This is an optimization exercise on Yosys and OpenROAD, whose aim is a short achievable clock period and few clock cycles, not a production implementation.
RTL that was checked went through simulation tests only; none was proved equivalent to the original.
Only the layout flow was run in run 1; the RTL was not checked for function there.
No activity file was given, so power comes from the tool's default toggle rates.

===== flow/run.sh =====
#!/bin/bash
# synth_recipe.tcl (not shown) runs the flow's synth.tcl, then flattens the netlist and writes it again
# the make line also repeats each setting of config.mk as NAME=value (left out here)
make -C /OpenROAD-flow-scripts/flow DESIGN_CONFIG=/design/flow/config.mk WORK_HOME=/design/flow/orfs CLKGATE_MAP_FILE= SYNTH_SCRIPT=/design/flow/synth_recipe.tcl finish

===== flow/config.mk =====
export PLATFORM = sky130hd
export DESIGN_NAME = mips
export DESIGN_NICKNAME = mips
export VERILOG_FILES = /design/flow/design.v
export SDC_FILE = /design/flow/constraint.sdc
export NUM_CORES = 4
export LEC_CHECK = 0
export CAP_MARGIN = 35
export CORE_MARGIN = 2
export CORE_UTILIZATION = 30
export PLACE_DENSITY = 0.5
export SLEW_MARGIN = 30

===== flow/constraint.sdc =====
create_clock -name core_clock -period 11.5 [get_ports {clk}]
set_input_delay 2.3000 -clock core_clock [delete_from_list [all_inputs] [get_ports {clk}]]
set_output_delay 2.3000 -clock core_clock [all_outputs]
set_load 0.01 [all_outputs]

===== flow/design.v =====
module mips(
    input clk,
    input rst,
    output [9:0] imem_addr,
    input [31:0] imem_rdata,
    output [9:0] dmem_addr,
    input [31:0] dmem_rdata,
    output dmem_we,
    output [3:0] dmem_wstrb,
    output [31:0] dmem_wdata
);
reg [31:0] pc_f;
reg [31:0] ir, pc_d, pc4_d;
reg        v_d;
reg [31:0] a_q, b_q, sd_q, alt_q;
reg [2:0]  fa_q, fb_q, fs_q;         
reg        e_we;                     
reg [4:0]  e_rd;
reg        e_load, e_lb, e_lbu, e_store, e_sb;
reg        e_add, e_sub, e_slt, e_sltu, e_logic, e_sll, e_srl, e_sra;
reg [3:0]  e_tt;                     
reg [5:0]  e_br;                     
reg        e_pred;                   
reg        e_jr;                     
reg [31:0] m_res;
reg        m_we;
reg [4:0]  m_rd;
reg        m_load, m_lb, m_lbu;
reg        m_dwe;
reg [3:0]  m_strb;
reg [31:0] m_wdata;
reg [31:0] w_val;
reg        w_we;
reg [4:0]  w_rd;
reg [31:0] rf [1:31];
wire [5:0] op = ir[31:26];
wire [4:0] rs = ir[25:21];
wire [4:0] rt = ir[20:16];
wire [4:0] rd = ir[15:11];
wire [4:0] sh = ir[10:6];
wire [5:0] fn = ir[5:0];
wire r_type  = (op == 6'h00);
wire d_jr    = r_type & (fn == 6'h08);
wire d_jalr  = r_type & (fn == 6'h09);
wire d_addu  = r_type & (fn == 6'h21);
wire d_subu  = r_type & (fn == 6'h23);
wire d_sltr  = r_type & (fn == 6'h2A);
wire d_sltur = r_type & (fn == 6'h2B);
wire d_and   = r_type & (fn == 6'h24);
wire d_or    = r_type & (fn == 6'h25);
wire d_xor   = r_type & (fn == 6'h26);
wire d_nor   = r_type & (fn == 6'h27);
wire d_sll   = r_type & (fn == 6'h00);
wire d_srl   = r_type & (fn == 6'h02);
wire d_sra   = r_type & (fn == 6'h03);
wire d_sllv  = r_type & (fn == 6'h04);
wire d_srlv  = r_type & (fn == 6'h06);
wire d_srav  = r_type & (fn == 6'h07);
wire d_shimm = d_sll | d_srl | d_sra;
wire d_addiu = (op == 6'h09);
wire d_slti  = (op == 6'h0A);
wire d_sltiu = (op == 6'h0B);
wire d_andi  = (op == 6'h0C);
wire d_ori   = (op == 6'h0D);
wire d_xori  = (op == 6'h0E);
wire d_lui   = (op == 6'h0F);
wire d_lw    = (op == 6'h23);
wire d_lb    = (op == 6'h20);
wire d_lbu   = (op == 6'h24);
wire d_sw    = (op == 6'h2B);
wire d_sb    = (op == 6'h28);
wire d_beq   = (op == 6'h04);
wire d_bne   = (op == 6'h05);
wire d_rimm  = (op == 6'h01);
wire d_bltz  = d_rimm & ~rt[0];
wire d_bgez  = d_rimm &  rt[0];
wire d_blez  = (op == 6'h06);
wire d_bgtz  = (op == 6'h07);
wire d_j     = (op == 6'h02);
wire d_jal   = (op == 6'h03);
wire d_load   = d_lw | d_lb | d_lbu;
wire d_store  = d_sw | d_sb;
wire d_branch = d_beq | d_bne | d_rimm | d_blez | d_bgtz;
wire d_ialu   = d_addiu | d_slti | d_sltiu | d_andi | d_ori | d_xori | d_lui;
wire [4:0] d_dst = d_jal ? 5'd31 :
                   (r_type & ~d_jr) ? rd :
                   (d_ialu | d_load) ? rt : 5'd0;
wire d_wr = (d_dst != 5'd0);
wire use_rs = ~(d_j | d_jal | d_lui | d_shimm);
wire use_rt = r_type | d_beq | d_bne | d_store;
wire [31:0] rf_rs = (rs == 5'd0) ? 32'd0 : rf[rs];
wire [31:0] rf_rt = (rt == 5'd0) ? 32'd0 : rf[rt];
wire [31:0] rs_val = (w_we && w_rd == rs) ? w_val : rf_rs;
wire [31:0] rt_val = (w_we && w_rd == rt) ? w_val : rf_rt;
wire stall = v_d & e_load & e_we &
             ((use_rs & (e_rd == rs)) | (use_rt & (e_rd == rt)));
wire rs_ex  = use_rs & e_we & (e_rd == rs);
wire rs_mem = use_rs & m_we & (m_rd == rs);
wire rt_ex  = use_rt & e_we & (e_rd == rt);
wire rt_mem = use_rt & m_we & (m_rd == rt);
wire b_imm = d_ialu | d_load | d_store | d_jal | d_jalr;
wire [2:0] fa = rs_ex ? 3'b010 : rs_mem ? 3'b100 : 3'b001;
wire [2:0] ft = rt_ex ? 3'b010 : rt_mem ? 3'b100 : 3'b001;
wire [2:0] fb = b_imm ? 3'b001 : ft;
wire [31:0] simm = {{16{ir[15]}}, ir[15:0]};
wire [31:0] zimm = {16'd0, ir[15:0]};
wire [31:0] a_in = d_shimm ? {27'd0, sh} : rs_val;
wire [31:0] b_in = (d_jal | d_jalr) ? pc4_d :
                   d_lui ? {ir[15:0], 16'd0} :
                   (d_andi | d_ori | d_xori) ? zimm :
                   (d_addiu | d_slti | d_sltiu | d_load | d_store) ? simm :
                   rt_val;
wire [3:0] d_tt = (d_and | d_andi) ? 4'b1000 :
                  (d_or  | d_ori)  ? 4'b1110 :
                  (d_xor | d_xori) ? 4'b0110 :
                  d_nor            ? 4'b0001 :
                                     4'b1010;    
wire d_logic = d_and | d_andi | d_or | d_ori | d_xor | d_xori | d_nor |
               d_lui | d_jal | d_jalr;
wire        pred_t  = d_branch & ir[15];           
wire [31:0] br_tgt  = pc_d + {simm[29:0], 2'b00};
wire [31:0] j_tgt   = {pc_d[31:28], ir[25:0], 2'b00} + 32'h0000_3000;
wire        id_redir = v_d & ~stall & (d_j | d_jal | pred_t);
wire [31:0] id_tgt  = (d_j | d_jal) ? j_tgt : br_tgt;
wire [31:0] m_fwd = m_res;
wire [31:0] opa = ({32{fa_q[0]}} & a_q)  | ({32{fa_q[1]}} & m_fwd) | ({32{fa_q[2]}} & w_val);
wire [31:0] opb = ({32{fb_q[0]}} & b_q)  | ({32{fb_q[1]}} & m_fwd) | ({32{fb_q[2]}} & w_val);
wire [31:0] ops = ({32{fs_q[0]}} & sd_q) | ({32{fs_q[1]}} & m_fwd) | ({32{fs_q[2]}} & w_val);
wire [31:0] sum  = opa + opb;
wire [31:0] diff = opa - opb;
wire lt_s = $signed(opa) < $signed(opb);
wire lt_u = opa < opb;
wire [31:0] lres = ({32{e_tt[0]}} & ~opa & ~opb) | ({32{e_tt[1]}} & ~opa & opb) |
                   ({32{e_tt[2]}} &  opa & ~opb) | ({32{e_tt[3]}} &  opa & opb);
wire        big  = |opa[31:5];
wire [4:0]  amt  = opa[4:0];
wire [31:0] sll_r = big ? 32'd0 : (opb << amt);
wire signed [32:0] sr_in = {e_sra & opb[31], opb};
wire signed [32:0] sr_sh = sr_in >>> amt;
wire [31:0] srl_r = big ? {32{e_sra & opb[31]}} : sr_sh[31:0];
wire [31:0] ex_res = ({32{e_add}} & sum) | ({32{e_sub}} & diff) |
                     {31'd0, (e_slt & lt_s) | (e_sltu & lt_u)} |
                     ({32{e_logic}} & lres) | ({32{e_sll}} & sll_r) |
                     ({32{e_srl | e_sra}} & srl_r);
wire a_eq   = (opa == opb);
wire a_neg  = opa[31];
wire a_zero = (opa == 32'd0);
wire taken  = (e_br[5] & a_eq) | (e_br[4] & ~a_eq) | (e_br[3] & a_neg) |
              (e_br[2] & ~a_neg) | (e_br[1] & (a_neg | a_zero)) |
              (e_br[0] & ~a_neg & ~a_zero);
wire mispred  = (|e_br) & (taken ^ e_pred);
wire ex_redir = mispred | e_jr;
wire [31:0] jr_tgt = opa + 32'h0000_3000;
wire [31:0] ex_tgt = e_jr ? jr_tgt : alt_q;
wire [1:0] ea = sum[1:0];
wire [3:0] st_strb = e_sb ? (4'b0001 << ea) : 4'b1111;
wire [31:0] st_data = e_sb ? {4{ops[7:0]}} : ops;
reg [7:0] ld_byte;
always @(*) begin
    case (m_res[1:0])
    2'b00: ld_byte = dmem_rdata[7:0];
    2'b01: ld_byte = dmem_rdata[15:8];
    2'b10: ld_byte = dmem_rdata[23:16];
    default: ld_byte = dmem_rdata[31:24];
    endcase
end
wire [31:0] ld_val = m_lb  ? {{24{ld_byte[7]}}, ld_byte} :
                     m_lbu ? {24'd0, ld_byte} : dmem_rdata;
wire [31:0] mem_val = m_load ? ld_val : m_res;
assign imem_addr  = pc_f[11:2];
assign dmem_addr  = m_res[11:2];
assign dmem_we    = m_dwe;
assign dmem_wstrb = m_strb;
assign dmem_wdata = m_wdata;
wire [31:0] pc4_f = pc_f + 32'd4;
always @(posedge clk or posedge rst) begin
    if (rst) begin
        pc_f <= 32'h0000_3000;
        v_d  <= 1'b0;
    end else begin
        if (ex_redir)      pc_f <= ex_tgt;
        else if (stall)    pc_f <= pc_f;
        else if (id_redir) pc_f <= id_tgt;
        else               pc_f <= pc4_f;
        if (ex_redir | id_redir) v_d <= 1'b0;
        else if (!stall)         v_d <= 1'b1;
    end
end
always @(posedge clk) begin
    if (ex_redir | ~stall) begin
        ir    <= imem_rdata;
        pc_d  <= pc_f;
        pc4_d <= pc4_f;
    end
end
always @(posedge clk) begin
    a_q   <= a_in;
    b_q   <= b_in;
    sd_q  <= rt_val;
    fa_q  <= fa;
    fb_q  <= fb;
    fs_q  <= ft;
    e_rd  <= d_dst;
    e_lb  <= d_lb;
    e_lbu <= d_lbu;
    e_sb  <= d_sb;
    e_tt  <= d_tt;
    e_add <= d_addu | d_addiu | d_load | d_store;
    e_sub <= d_subu;
    e_slt <= d_sltr | d_slti;
    e_sltu <= d_sltur | d_sltiu;
    e_logic <= d_logic;
    e_sll <= d_sll | d_sllv;
    e_srl <= d_srl | d_srlv;
    e_sra <= d_sra | d_srav;
    e_pred <= pred_t;
    alt_q <= pred_t ? pc4_d : br_tgt;
end
wire id_go = v_d & ~stall & ~ex_redir;
always @(posedge clk or posedge rst) begin
    if (rst) begin
        e_we <= 1'b0; e_load <= 1'b0; e_store <= 1'b0; e_br <= 6'd0; e_jr <= 1'b0;
    end else begin
        e_we    <= id_go & d_wr;
        e_load  <= id_go & d_load;
        e_store <= id_go & d_store;
        e_br    <= {6{id_go}} & {d_beq, d_bne, d_bltz, d_bgez, d_blez, d_bgtz};
        e_jr    <= id_go & (d_jr | d_jalr);
    end
end
always @(posedge clk) begin
    m_res   <= ex_res;
    m_rd    <= e_rd;
    m_lb    <= e_lb;
    m_lbu   <= e_lbu;
    m_strb  <= st_strb;
    m_wdata <= st_data;
end
always @(posedge clk or posedge rst) begin
    if (rst) begin
        m_we <= 1'b0; m_load <= 1'b0; m_dwe <= 1'b0;
    end else begin
        m_we   <= e_we;
        m_load <= e_load;
        m_dwe  <= e_store;
    end
end
always @(posedge clk) begin
    w_val <= mem_val;
    w_rd  <= m_rd;
end
always @(posedge clk or posedge rst) begin
    if (rst) w_we <= 1'b0;
    else     w_we <= m_we;
end
integer i;
always @(posedge clk or posedge rst) begin
    if (rst) begin
        for (i = 1; i < 32; i = i + 1) rf[i] <= 32'd0;
    end else begin
        for (i = 1; i < 32; i = i + 1)
            if (w_we && w_rd == i) rf[i] <= w_val;
    end
end
endmodule

==> results of run 1 <==
## layout by cell type, fill, tap and decap left out, types with 42 or more instances in the layout
cell | netlist | layout
nor2_4 | 2 | 76
nand2_1 | 578 | 566
nor3_1 | 74 | 72
dfrtp_1 | 1037 | 1036
clkdlybuf4s50_1 | 0 | 122
edfxtp_1 | 94 | 94
buf_4 | 21 | 282
a21oi_1 | 432 | 427
clkbuf_16 | 0 | 157
nand3_1 | 103 | 99
a222oi_1 | 139 | 139
nand4_1 | 152 | 152
o211ai_1 | 53 | 53
a22o_1 | 201 | 201
ha_1 | 97 | 97
mux2i_1 | 149 | 149
mux2_2 | 1042 | 1042
xnor2_1 | 77 | 77
a221oi_1 | 224 | 224
o21ai_0 | 224 | 222
a22oi_1 | 484 | 484
o221ai_1 | 49 | 45
inv_1 | 156 | 153
nor2_1 | 358 | 281
xor2_1 | 50 | 50
dfxtp_1 | 270 | 267
a21o_1 | 42 | 42
## cell families after synthesis
group / Yosys count / synth area share (%)
AOI/OAI and AO/OA: 2111 / 20.25
xor gates and xnor gates: 127 / 1.474
adders and majority gates: 100 / 1.688
buffers and inverters: 885 / 4.556
DFF: 1403 / 45.36
muxes: 1193 / 17.57
and+or+nand+nor: 1485 / 9.108
## registers in the layout, summed over array words and instances, names as in the netlist, 3 cells and up
signal and cells:
m_wdata 32, alt_q 32, pc_f 32, pc4_d 30, w_rd 5, b_q 32
e_tt 4, m_res 32, e_rd 5, m_rd 5, w_val 32, sd_q 32
rf 992, a_q 32, e_br 6, ir 32, pc_d 32, fa_q 3
m_strb 4, fs_q 3, fb_q 3
## critical path, stage by stage (launching register included)
cell	delay, ns
dfxtp_1	0.29
buf_4	0.24
a222oi_1	0.68
clkdlybuf4s15_2	0.35
inv_1	0.12
ha_1	0.53
nor4_1	0.59
nand4_1	0.23
o31ai_1	0.37
nand4b_1	0.13
mux2i_1	0.37
mux2i_4	0.28
buf_4	0.49
nor2_4	0.14
nand2_4	0.39
buf_4	0.73
## stage by stage
stage	hold slack [ns]	instances	util, %	setup slack, ns	setup TNS, ns
6_report	0.3263	10691	34.98	5.028	0
5_1_grt	0.3375	10681	34.97	4.563	0
3_5_place_dp	0.3164	10389	32.70	5.091	0
2_1_floorplan	0.3096	7304	-	-5.122	-5313.66
3_3_place_gp	0.3130	10351	32.38	4.860	0
4_1_cts	0.3245	10669	34.86	5.087	0
## power breakdown
part,internal (uW),switching [uW]
clock,3140,2260
combinational,1040,1920
sequential,5560,574
## worst max path at each step
stage                    from  endpoint  slack (ns)
CTS                   fa_q[2]   pc_d[4]        5.09
global route        w_val[23]  pc4_d[4]        4.56
detailed placement    fa_q[2]     ir[5]        5.09
floorplan                 rst   e_br[0]       -5.12
finish                fa_q[2]  pc4_d[4]        5.03
global placement      fa_q[2]     ir[9]        4.86
## area by class of cell
type	count	area, sq um	share of cell area [%]
tap	3348	4189	4.777
inverter	160	604.3	0.6891
clock buffer	212	4516	5.149
sequential	1403	34240	39.04
clock inverter	68	919.6	1.049
antenna	10	25.02	0.02853
multi-input combinational	5016	38600	44.02
timing repair buffer	474	4604	5.250
## per-layer routing
layer  vias to the layer above  global-route usage (%)  part of all wire (%)
met2                      5584                   44.18                    42
li1                      27466                       -                     -
met3                      1469                   9.732                    12
met4                        19                   19.42                   7.8
met5                         -                 0.09384                  0.10
met1                     35414                   39.17                    38
==> flow_metrics.env, run 1 <==
export IMPL_status="finished clean"
export IMPL_ys_async_sr_fraction_pct=74.06
export IMPL_die_h_um=505.6
export IMPL_synth_edf_count=94
export IMPL_syn_nets=7470
export IMPL_core_area_sq_um=250700
export IMPL_num_vias=69952
export IMPL_cts_hold_buf=0
export IMPL_synth_top_area_share_pct=34.38
export IMPL_fin_area_sq_um=87700
export IMPL_insertion_delay_ns=0.84
export IMPL_reg2reg_to="pc4_d[4]"
export IMPL_fillerInstances=25186
export IMPL_htreeDepth=4
export IMPL_post_cts_buffers=0
export IMPL_rsz0062_at_grt="false"
export IMPL_synth_cell_types=89
export IMPL_dp_final_hpwl_um=260200
export IMPL_slew_headroom_pct=21.90
export IMPL_fin_crit_ns=6.472
export IMPL_holdCritStartpoint="e_lbu"
export IMPL_r2r_slack_ns=5.03
export IMPL_ys_warn_count=34
export IMPL_nets=7373
export IMPL_syn_to_final_growth_pct=16.20
export IMPL_cp_required_ns=11.93
export IMPL_cts_resized=0
export IMPL_ant_nets=0
export IMPL_rr_startpoint="fa_q[2]"
export IMPL_place_gp_congestion=0.9672
export IMPL_die_x_um=505.6
export IMPL_critPathMaxFanout=63
export IMPL_via_per_inst=6.543
export IMPL_crit_path_start_kind="register"
export IMPL_antenna_found_initial=23
export IMPL_slew_violations=0
export IMPL_min_period_over_period_pct=56.28
export IMPL_synth_cells=7304
export IMPL_seq_area_frac_synth_pct=45.36
export IMPL_worstHoldEndpoint="m_lbu"
export IMPL_worstHoldPathCells=0
export IMPL_grt_pass1_wl_um=554800
export IMPL_setup_violations=0
export IMPL_drt_iter0_markers=12404
export IMPL_synthTopCellsByArea="dfrtp_1 34%, mux2_2 16%, dfxtp_1 7.2%"
export IMPL_cp_arrival_ns=6.90
export IMPL_maxCapViolCount=0
export IMPL_power_leakage_uw=0.03899
export IMPL_rr_worst_depth=15
export IMPL_ios=123
export IMPL_final_hold_violation_count=0
export IMPL_first_pass_iters=11
export IMPL_hold_path_class="register to register"
export IMPL_yosys_top_cells_count="1,042 x mux2_2, 1,037 x dfrtp_1, 578 x nand2_1"
export IMPL_grt_pass1_vias=66760
export IMPL_synth_most_common_cell="mux2_2"
export IMPL_endpoint_kind="register"
export IMPL_yosys_register_bits=1403
export IMPL_fmax_mhz=154.5
export IMPL_fp_dieArea_sq_um=255600
export IMPL_cts_root_buf="clkbuf_16"
export IMPL_crit_type="register to register"
export IMPL_power_density_nw_per_um2=165.3
export IMPL_vdd_drop_max_mv=0.1132
export IMPL_avgSynthCellArea_sq_um=10.33
export IMPL_clock_sinks=1403
export IMPL_ys_flop_type="dfrtp_1"
export IMPL_wl_per_cell_um=37.97
export IMPL_overflow=0
export IMPL_fin_skew_ns=0.04967
export IMPL_clk_pin_slew_ns=0.06
export IMPL_finalPower_uw=14490
export IMPL_tightest_slew_ns=1.172
export IMPL_start_util_pct=30.10
export IMPL_cts_buffers=152
export IMPL_core_rowCount=184
export IMPL_grt_max_degree=183
export IMPL_cts_buffer_depth=3
export IMPL_syn_area_sq_um=75470
export IMPL_yosysTopAreaCell="dfrtp_1"
export IMPL_drive_gt1_share_pct=24.79
export IMPL_cts_tree="done"
export IMPL_wl_um=405900
export IMPL_place_area_sq_um=81970
export IMPL_grt_usage_pct=30.55
export IMPL_drc_errors=0
export IMPL_placement_io_buffers=122
==> run 2, diff against run 1 <==
--- a/flow/design.v
+++ b/flow/design.v
@@ -128,7 +128,7 @@
 wire [31:0] ops = ({32{fs_q[0]}} & sd_q) | ({32{fs_q[1]}} & m_fwd) | ({32{fs_q[2]}} & w_val);
 wire [31:0] sum  = opa + opb;
 wire [31:0] diff = opa - opb;
-wire lt_s = $signed(opa) < $signed(opb);
+wire lt_s = (opa[31] ^ opb[31]) ? opa[31] : diff[31];
 wire lt_u = opa < opb;
 wire [31:0] lres = ({32{e_tt[0]}} & ~opa & ~opb) | ({32{e_tt[1]}} & ~opa & opb) |
                    ({32{e_tt[2]}} &  opa & ~opb) | ({32{e_tt[3]}} &  opa & opb);
@@ -187,7 +187,7 @@
     end
 end
 always @(posedge clk) begin
-    if (ex_redir | ~stall) begin
+    if (~stall) begin
         ir    <= imem_rdata;
         pc_d  <= pc_f;
         pc4_d <= pc4_f;
==> flow/flow/run.sh (new file) <==
#!/bin/bash
# Standard layout, with the timing repair steps asked to leave more setup slack than the
# clock needs (the constraint file is the standard flow's, unchanged).
set -euo pipefail
bash standard.sh SETUP_SLACK_MARGIN=8 TNS_END_PERCENT=100 finish > standard_flow.log 2>&1
==> flow/standard.sh (new file) <==
#!/bin/bash
# synth_recipe.tcl (not shown) runs the flow's synth.tcl, then flattens the netlist and writes it again
# the make line also repeats each setting of config.mk as NAME=value (left out here)
make -C /OpenROAD-flow-scripts/flow DESIGN_CONFIG=/design/flow/config.mk WORK_HOME=/design/flow/orfs CLKGATE_MAP_FILE= SYNTH_SCRIPT=/design/flow/synth_recipe.tcl "${@:-finish}"
--- a/flow/config.mk
+++ b/flow/config.mk
@@ -10,3 +10,4 @@
 export CORE_UTILIZATION = 30
 export PLACE_DENSITY = 0.5
 export SLEW_MARGIN = 30
+export TNS_END_PERCENT = 100
removed: flow/run.sh
==> run 2 against run 1 <==
Still clean. Non-clock buffer count grew 307. Fmax is 34% higher. Sequential power decreased by 1%. Register-to-register slack improved by 1.6 ns. Sequential share of layout area decreased by 2.4 points. Combinational power is 15% higher. Die area about the same. Core utilization increased by 2.4 points. Critical endpoint is now e_br[1]. Largest cell class unchanged. Highest routed layer unchanged.
==> flow_metrics.env, run 2 <==
export IMPL_grt_max_degree=143
export IMPL_slew_violations=0
export IMPL_top_register="rf"
export IMPL_cpMaxStageDelayCell="or4_4"
export IMPL_fin_area_sq_um=93780
export IMPL_syn_area_sq_um=75430
export IMPL_crit_family="simple AND/OR/NAND/NOR gates"
export IMPL_maxCapViolCount=0
export IMPL_finalPower_uw=14660
export IMPL_tightest_slew_ns=1.122
export IMPL_synth_cells=7292
export IMPL_core_rowCount=184
export IMPL_syn_to_final_growth_pct=24.32
export IMPL_avgSynthCellArea_sq_um=10.34
export IMPL_power_density_nw_per_um2=156.4
export IMPL_fmax_mhz=207.1
export IMPL_ys_async_sr_fraction_pct=74.06
export IMPL_synth_edf_count=94
export IMPL_ant_nets=0
export IMPL_final_util_pct=37.41
export IMPL_cts_tree="done"
export IMPL_grt_usage_pct=31.38
export IMPL_vdd_drop_max_mv=0.1297
export IMPL_start_util_pct=30.09
export IMPL_critPathMaxFanout=16
export IMPL_seq_area_frac_synth_pct=45.38
export IMPL_cts_buffers=154
export IMPL_synth_most_common_cell="mux2_2"
export IMPL_drive_gt1_share_pct=33.57
export IMPL_overflow=0
export IMPL_layout_commonest_cell="mux2_2"
export IMPL_cp_required_ns=12.24
export IMPL_crit_type="register to register"
export IMPL_final_cell_mix="1,044 x mux2_2, 1,026 x dfrtp_1, 478 x a22oi_1"
export IMPL_grt_pass1_wl_um=568500
export IMPL_fin_skew_ns=0.04789
export IMPL_crit_chain="bufbuf_16, a222oi_1, buf_4, inv_1, ha_1, inv_1, nor4_4, nand3_2, nor4_4, mux2_4, nor4_4, mux2i_4, buf_12, or3_4, or4_4, nor2_1"
export IMPL_drc_errors=0
export IMPL_wl_um=418000
export IMPL_endpoint_kind="register"
export IMPL_final_hold_violation_count=0
export IMPL_crit_buf_inv=5
export IMPL_nets=7672
export IMPL_clk_pin_slew_ns=0.06
export IMPL_ys_warn_count=34
export IMPL_synthTopCellsByArea="dfrtp_1 34%, mux2_2 16%, dfxtp_1 7.2%"
export IMPL_syn_nets=7459
export IMPL_core_area_sq_um=250700
export IMPL_insertion_delay_ns=0.84
export IMPL_yosys_top_cells_count="1,046 x mux2_2, 1,037 x dfrtp_1, 581 x clkbuf_1"
export IMPL_ys_flop_type="dfrtp_1"
export IMPL_status="finished clean"
export IMPL_hold_path_class="register to register"
export IMPL_power_leakage_uw=0.04122
export IMPL_drt_iter0_markers=12701
export IMPL_final_cells=10993
export IMPL_num_vias=71986
export IMPL_cp_arrival_ns=5.56
export IMPL_first_pass_iters=10
export IMPL_max_stage_delay_ns=0.48
export IMPL_die_h_um=505.4
export IMPL_crit_path_start_kind="register"
export IMPL_cpMostUsedCell="nor4_4"
export IMPL_antenna_found_initial=24
export IMPL_rsz0062_at_grt="true"
export IMPL_placement_io_buffers=122
export IMPL_clock_sinks=1403
export IMPL_grt_pass1_vias=68396
export IMPL_synth_cell_types=84
export IMPL_fp_dieArea_sq_um=255500
export IMPL_via_per_inst=6.548
export IMPL_cts_root_buf="clkbuf_16"
export IMPL_yosysTopAreaCell="dfrtp_1"
export IMPL_wl_per_cell_um=38.02
export IMPL_min_period_over_period_pct=41.99
export IMPL_die_x_um=505.4
export IMPL_yosys_register_bits=1403
export IMPL_place_gp_congestion=0.9613
export IMPL_cts_buffer_depth=3
export IMPL_holdWs_ns=0.3397
export IMPL_setup_violations=0
export IMPL_synth_top_area_share_pct=34.40
export IMPL_dp_final_hpwl_um=249900
export IMPL_slew_headroom_pct=25.17
export IMPL_largest_reg_flops=992
export IMPL_placed_cells=10355
export IMPL_fin_crit_ns=4.828
export IMPL_ios=123
export IMPL_htreeDepth=4
export IMPL_place_area_sq_um=81550
[run 2: changes by cell type after synthesis, sizes merged, moves of 12 or more]
cell    change
buf        -21
a21o       -12
a221o      -15
a211oi     +24
clkbuf     +21
nand3      -20
o211ai     -18
mux2i      +25
nand2      -79
nor2       +87
[run 2: cells by family after synthesis]
group / Yosys count / synth area share [%]
flops: 1403 / 45.38
buf+inv: 878 / 4.507
mux: 1222 / 17.97
fa+ha+maj: 101 / 1.715
compound gates: 2076 / 19.87
xor+xnor: 132 / 1.533
simple gates: 1480 / 9.035
[run 2: power breakdown]
part	switching (uW)	internal, uW	total [uW]
clock network	2240	2960	5210
registers	524	5520	6050
logic	2080	1330	3410
[run 2: worst paths after layout]
| kind | from | endpoint | slack [ns] | depth (start not counted) |
|---|---|---|---|---|
| max in group asynchronous | rst | pc_f[13] | 8.41 | 5 |
| min | e_lbu | m_lbu | 0.34 | 0 |
| min reg2reg | e_lbu | m_lbu | 0.34 | 0 |
| max reg2reg | fa_q[0] | e_br[1] | 6.67 | 16 |
| min in group asynchronous | rst | rf[6][29] | 1.85 | 3 |
| max | fa_q[0] | e_br[1] | 6.67 | 16 |
[run 2: layer usage]
metal  track usage (%)  share of wire [%]
met1             39.93                 38
met5            0.1877              0.033
met3             12.06                 13
met4             19.01                7.7
met2             44.59                 41
[run 2: cell type report]
class,count,area [sq um]
Fill cell,24633,156900
Sequential cell,1403,34380
Multi-Input combinational cell,5012,41060
Tap cell,3348,4189
Antenna cell,19,47.55
Clock buffer,232,4573
Inverter,153,640.6
Clock inverter,45,604.3
Timing Repair Buffer,781,8284
[run 2: repair_timing]
item | in CTS | in global routing
hold buffers | 0 | 0
pin swaps | 158 | 99
gates cloned | 27 | 4
setup endpoints to repair | 677 | 506
resized for setup | 884 | 263
setup buffers | 221 | 84
[run 2: per-stage QoR]
| stage | setup TNS [ns] | setup WS (ns) |
|---|---|---|
| floorplan | -5313.66 | -5.122 |
| global placement | 0 | 5.002 |
| detailed placement | 0 | 5.091 |
| CTS | 0 | 6.610 |
| global route | 0 | 6.539 |
| finish | 0 | 6.672 |
[run 2: worst reg2reg max path, cell delays in order (launching register included)]
cell and delay, ns:
dfxtp_4 0.36, bufbuf_16 0.30, a222oi_1 0.42, buf_4 0.24
inv_1 0.07, ha_1 0.35, inv_1 0.11, nor4_4 0.34
nand3_2 0.16, nor4_4 0.43, mux2_4 0.35, nor4_4 0.34
mux2i_4 0.13, buf_12 0.16, or3_4 0.40, or4_4 0.48
nor2_1 0.13
Testbench counts of run 2, summed over its fixed seeds: cycles 24,865.

==> static timing again, ports no longer ideal <==
How much do the figures lean on ideal ports? The routed layouts below were timed once more, with nothing changed but the port constraints.
Step 1 assumes that a clkbuf_16 drives the clock port and a buf_2 every other input.
Step 2 times the ports against the registers' clock, not the clock port: input delays grow and output delays shrink by t, the midpoint of the rising clock arrivals with the driver on.
a / b / c = ideal / step 1 / step 2; a / b = the first two.
run	t, ns	slack for setup (ns)	latest minus earliest clock arrival (ns)	worst data-port slew with drivers (ns)	pins driven straight from the clock port
run 1	0.899	5.028 / 5.028 / 5.028	0.051 / 0.051	0.07	1
run 2	0.912	6.672 / 6.672 / 6.672	0.048 / 0.048	0.08	1
After both steps every run listed still meets setup and hold.
